Source: an optimization exercise on an open RTL-to-GDS flow (aim: small area, a short achievable clock period and few clock cycles per item). Production flows keep margins and buffers that such runs may drop.
At most, simulation tests tie the RTL to the original design; equivalence was not proved.
Power is estimated from default activity; no workload was simulated.

run 1:
// montgomery
module montgomery(
  input           clk,
  input           resetn,
  input           start,
  input  [380:0]  in_a,
  input  [380:0]  in_b,
  input  [380:0]  in_m,
  input           out_read,
  output [380:0]  result,
  output reg      done
);
Size: roughly 5700 cells after synthesis, ~830 flip-flops, ~1500 I/O pins.
export LEC_CHECK = 0
export CAP_MARGIN = 20
export CORE_MARGIN = 2
export CORE_UTILIZATION = 30
export CTS_CLUSTER_DIAMETER = 100
export CTS_CLUSTER_SIZE = 20
export SLEW_MARGIN = 20
create_clock -name core_clock -period 10.0 [get_ports {clk}]
standard.sh (not shown) runs the stock make flow with config.mk's settings and CLKGATE_MAP_FILE= SYNTH_SCRIPT=/design/flow/synth_recipe.tcl, a recipe that flattens the netlist after the stock synthesis.
==> flow/flow/run.sh <==
#!/bin/bash
set -euo pipefail
export BUFFER_PORTS_ARGS="-buffer_cell sky130_fd_sc_hd__buf_1"
export SETUP_SLACK_MARGIN=6.7
bash standard.sh finish > standard_flow.log 2>&1
Testbench counts of run 1, summed over its fixed seeds: cycles 38,216, items 192.
Changes in run 2 relative to run 1:
-- flow/flow/run.sh --
<<< run 1, line 4
export SETUP_SLACK_MARGIN=6.7
>>> run 2, line 4
export SETUP_SLACK_MARGIN=6.5
Results
Run 2 vs run 1, ratio of cells with drive above 1 in the final layout went down by 12 points.
Run 2 ends up with a longest individual stage delay on the worst path that is 280 ps higher than in run 1.
On detail-routed via count per cell, run 1 and run 2 are neck and neck.
Compare run 1 and run 2 | iteration count of the initial detailed-routing pass higher: run 2
Summary of run 2 over run 1: number of ports placed on the die boundary held, multi-input gate share of the layout cell area increased by 2.5 points relative to the old numbers, worst setup slack after layout decreased by 230 ps relative to the old numbers.
Modified inputs, run 3 compared to run 2
Settings: swapping 20 for 30 in CTS_CLUSTER_SIZE; swapping 20 for 40 in CAP_MARGIN; swapping 100 for 60 in CTS_CLUSTER_DIAMETER; swapping 20 for 40 in SLEW_MARGIN.
-- flow/flow/run.sh --
<<< run 2, line 4
export SETUP_SLACK_MARGIN=6.5
>>> run 3, line 4
export SETUP_SLACK_MARGIN=7.0
## What came out
- Run 3 finished all stages; the layout is clean.
- Row number of iterations in the first detailed-routing pass: run 3 lower / run 2 higher
- Last weighted congestion value of the routability-driven placer for run 3: about 3% down relative to run 2
- ~same via density per instance in run 2 and run 3
- A slowest library cell on the worst path of sky130_fd_sc_hd__nor4_1 is what run 2 shows, while sky130_fd_sc_hd__dfxtp_4 belongs to run 3.
Relative to run 3, the following input files were edited for run 4:
Settings: removing CTS_CLUSTER_DIAMETER (formerly 60); removing CTS_CLUSTER_SIZE (formerly 30); changing CAP_MARGIN from 40 to 20; changing SLEW_MARGIN from 40 to 20.
-- flow/flow/run.sh --
<<< run 3, line 4
export SETUP_SLACK_MARGIN=7.0
>>> run 4, line 4
export SETUP_SLACK_MARGIN=6.5
Findings:
- Critical path depth was higher in the run labelled run 4.
- [run 4] sequential portion of the cell area rose 1.5 points relative to run 3
- Relative to run 3, logic gate share of total power has gone down in run 4.
- Run 4 supports a lower top clock frequency than run 3.
[inputs] run 5 vs run 4
Settings: CAP_MARGIN now 40, was 20; CORE_UTILIZATION now 50, was 30; SLEW_MARGIN now 40, was 20.
-- flow/flow/run.sh --
<<< run 4, line 4
export SETUP_SLACK_MARGIN=6.5
>>> run 5, line 4
export SETUP_SLACK_MARGIN=7.0
Notes after the runs:
From run 5 to run 4, adder-cell share of the synthesized area did not move at all.
The horizontal die dimension of run 5 falls short of that of run 4 by 100 um.
3_2_place_iop: run 5 exited with error
Run 4 finished end to end and its layout was clean on timing, DRC and antenna.
Re floorplan row count: run 5 and run 4 aren't equal, and the lower value belongs to run 5.
Delta(vertical die dimension, run 5 - run 4) < 0
Re xor/xnor share of the synthesized area: no difference whatsoever between run 5 and run 4.
Input changes introduced in run 6 (baseline for comparison: run 5):
Settings: CORE_UTILIZATION now 30, was 50.
-- flow/flow/run.sh --
<<< run 5, line 4
export SETUP_SLACK_MARGIN=7.0
>>> run 6, line 4
export SETUP_SLACK_MARGIN=6.5
### Flow results
- Run 6 ran to completion and came out clean on the timing, DRC and antenna checks.
- Area after synthesis: run 5 vs run 6 — no meaningful difference
- | net count of the mapped netlist | run 5 vs run 6 | ≈ equal |
- Delta (run 6 minus run 5): share of flip-flops with an asynchronous set or reset after synthesis level; adder and majority cell fraction of the synthesized area level.
- Run 6 vs. run 5: mux share of post-synthesis cell area was more or less identical, placement row count rose by 38.
- Compared with run 5, x dimension of the die in run 6 increased by more than a quarter.


== JK ==
Another version of the RTL of montgomery (not shown whole).
Size: ~810 flip-flops.
// montgomery
module montgomery(
  input           clk,
  input           resetn,
  input           start,
  input  [380:0]  in_a,
  input  [380:0]  in_b,
  input  [380:0]  in_m,
  input           out_read,
  output [380:0]  result,
  output reg      done
);
  localparam W = 386;    
  reg  [383:0] S;        
  reg  [383:0] C;        
  reg          corr;     
  reg        m_it;       
  reg        m_rs;       
  reg        first;      
  reg        safe;       
  reg  [7:0] cnt;        
  reg        d_one, d_two, d_neg;        
  reg        q_one, q_two, q_neg;        
  reg        k_one, y_neg;               
  reg        n_hi, n_lo, cur_hi;         
  reg  [2:0]   b_lo;
  reg  [3:0]   m_lo;
  wire [W-1:0] Bx = {{(W-381){1'b0}}, in_b[380:3], b_lo};
  wire [W-1:0] Mx = {{(W-381){1'b0}}, in_m[380:4], m_lo};
  wire [1:0]   u     = S[383:382] + C[383:382];
  wire [W-1:0] S_ext = {{(W-383){u[1]}}, u[0], S[381:0]};
  wire [W-1:0] C_ext = {{(W-382){1'b0}}, C[381:0]};
  ...
==> flow/config.mk <==
export PLATFORM = sky130hd
export DESIGN_NAME = montgomery
export DESIGN_NICKNAME = montgomery
export VERILOG_FILES = /design/flow/design.v
export SDC_FILE = /design/flow/constraint.sdc
export NUM_CORES = 8
export LEC_CHECK = 0
export CAP_MARGIN = 10
export CORE_MARGIN = 2
export CORE_UTILIZATION = 30
export CTS_CLUSTER_DIAMETER = 100
export CTS_CLUSTER_SIZE = 20
export SLEW_MARGIN = 10
==> flow/constraint.sdc <==
create_clock -name core_clock -period 10.0 [get_ports {clk}]
set_input_delay 2.0000 -clock core_clock [delete_from_list [all_inputs] [get_ports {clk}]]
set_output_delay 2.0000 -clock core_clock [all_outputs]
set_load 0.01 [all_outputs]
==> flow/flow/run.sh <==
#!/bin/bash
set -euo pipefail
export BUFFER_PORTS_ARGS="-buffer_cell sky130_fd_sc_hd__buf_1"
export SETUP_SLACK_MARGIN=6.5
bash standard.sh finish > standard_flow.log 2>&1
JK finished every stage and its layout cleared the timing, DRC and antenna checks.
--- input diff JK..MS ---
Settings: SLEW_MARGIN changed from 10 to 20; CAP_MARGIN changed from 10 to 20.
[summary]
Result for MS and JK: all clean
Summary of MS over JK: number of fillers in the final layout ~0 delta; post-synthesis to final-layout area growth ~0 delta; sequential share of power ~0 delta.
Changes in AL relative to MS:
==> flow/flow/run.sh <==
#!/bin/bash
# Standard ORFS layout (the standard.sh), with these changes:
#  - the port buffers are buf_1 cells instead of buffer_ports' default pick;
set -euo pipefail
export BUFFER_PORTS_ARGS="-buffer_cell sky130_fd_sc_hd__buf_1"
export SETUP_SLACK_MARGIN=6.5
bash standard.sh cts > standard_flow.log 2>&1
export SETUP_SLACK_MARGIN=6.62
bash standard.sh finish > standard_flow_finish.log 2>&1
Findings:
The more densely filled core belongs to AL, not MS. Compared with MS, in AL share of power burned in the clock network now smaller, internal power now larger.
No functional check of the RTL was part of any run of this note.


montgomery, a different RTL version from the one above (not shown whole).
Size in the first run: roughly 5700 cells after synthesis, ~830 flip-flops, ~1500 I/O pins.
export LEC_CHECK = 0
export CAP_MARGIN = 20
export CORE_MARGIN = 2
export CORE_UTILIZATION = 30
export CTS_CLUSTER_DIAMETER = 100
export CTS_CLUSTER_SIZE = 20
export SLEW_MARGIN = 20
create_clock -name core_clock -period 10.0 [get_ports {clk}]
==> flow/flow/run.sh <==
#!/bin/bash
set -euo pipefail
export BUFFER_PORTS_ARGS="-buffer_cell sky130_fd_sc_hd__buf_1"
export SETUP_SLACK_MARGIN=6.65
bash standard.sh finish > standard_flow.log 2>&1
Testbench counts at the start, summed over its fixed seeds: cycles 38,216, items 192.
Rerun with:
==> flow/flow/run.sh (replaced) <==
#!/bin/bash
# Standard ORFS layout (the standard.sh), with these changes:
#  - the port buffers are buf_1 cells instead of buffer_ports' default pick;
set -euo pipefail
export BUFFER_PORTS_ARGS="-buffer_cell sky130_fd_sc_hd__buf_1"
export SETUP_SLACK_MARGIN=6.5
bash standard.sh cts > standard_flow.log 2>&1
export SETUP_SLACK_MARGIN=6.58
bash standard.sh finish > standard_flow_finish.log 2>&1
Global-route usage goes down by 1.1 points.
Sequential share of layout area barely changes.
Non-clock buffer count falls by 45.
Area after synthesis stays the same.
Rerun with:
--- a/flow/flow/run.sh
+++ b/flow/flow/run.sh
@@ -6,4 +6,4 @@
 export SETUP_SLACK_MARGIN=6.5
 bash standard.sh cts > standard_flow.log 2>&1
-export SETUP_SLACK_MARGIN=6.58
+export SETUP_SLACK_MARGIN=6.62
 bash standard.sh finish > standard_flow_finish.log 2>&1
=> Setup slack gets better by 0.029 ns. Synthesized cell count stays the same. Area after synthesis stays the same. Global-route usage is unchanged. Hold slack is about the same. Non-clock buffer count went up by 9. Clock power barely changes. Clock skew went down by 0.0032 ns. Routed wire length came out higher slightly.
Rerun with:
--- a/flow/flow/run.sh
+++ b/flow/flow/run.sh
@@ -4,5 +4,5 @@
 set -euo pipefail
 export BUFFER_PORTS_ARGS="-buffer_cell sky130_fd_sc_hd__buf_1"
-export SETUP_SLACK_MARGIN=6.5
+export SETUP_SLACK_MARGIN=6.3
 bash standard.sh cts > standard_flow.log 2>&1
 export SETUP_SLACK_MARGIN=6.62
- clock power rises by about 3%
- via count rises by 0.84%
- final cell count barely changes
- die area stays the same
- sequential power increases by about 1%
- sequential cell count does not change
- non-clock buffer count climbs by 5
- register-to-register slack barely changes

-- what the ideal ports hide --
No port has a modelled driver above. Below, the same layouts with a new extraction and two added sets of constraints.
Step 1 assumes that a clkbuf_16 drives the clock port and a buf_2 every other input.
Step 2 times the ports against the registers' clock, not the clock port: input delays grow and output delays shrink by t, the midpoint of the rising clock arrivals with the driver on.
Three values: ideal, step 1, step 2; two values: the first two.
run | t (ns) | setup slack, ns | latest minus earliest clock arrival (ns) | worst register clock-pin slew, ns
run 1 | 0.794 | 6.651 / 6.612 / 5.947 | 0.053 / 0.053 | 0.10 / 0.10
run 2 | 0.801 | 6.419 / 6.406 / 5.957 | 0.057 / 0.057 | 0.10 / 0.10
run 3 | 0.859 | 6.636 / 6.539 / 6.100 | 0.068 / 0.068 | 0.08 / 0.08
run 4 | 0.858 | 6.512 / 6.432 / 5.832 | 0.078 / 0.078 | 0.07 / 0.07
run 6 | 0.855 | 6.463 / 6.420 / 5.919 | 0.048 / 0.049 | 0.07 / 0.07
JK | 0.803 | 6.393 / 6.393 / 5.886 | 0.032 / 0.032 | 0.10 / 0.10
MS | 0.803 | 6.393 / 6.393 / 5.886 | 0.032 / 0.032 | 0.10 / 0.10
AL | 0.808 | 6.630 / 6.535 / 5.905 | 0.042 / 0.041 | 0.10 / 0.10
the first run of note 3 | 0.817 | 6.545 / 6.552 / 5.735 | 0.049 / 0.049 | 0.10 / 0.10
the second run of note 3 | 0.810 | 6.578 / 6.476 / 5.665 | 0.065 / 0.065 | 0.10 / 0.10
the third run of note 3 | 0.811 | 6.607 / 6.507 / 5.696 | 0.063 / 0.063 | 0.10 / 0.10
the fourth run of note 3 | 0.832 | 6.612 / 6.533 / 5.774 | 0.066 / 0.067 | 0.10 / 0.10
After both steps every run listed still meets setup and hold. For the second run of note 3, which loses most, drivers alone change the setup slack by -0.102 ns; drivers and shift together by -0.913 ns.
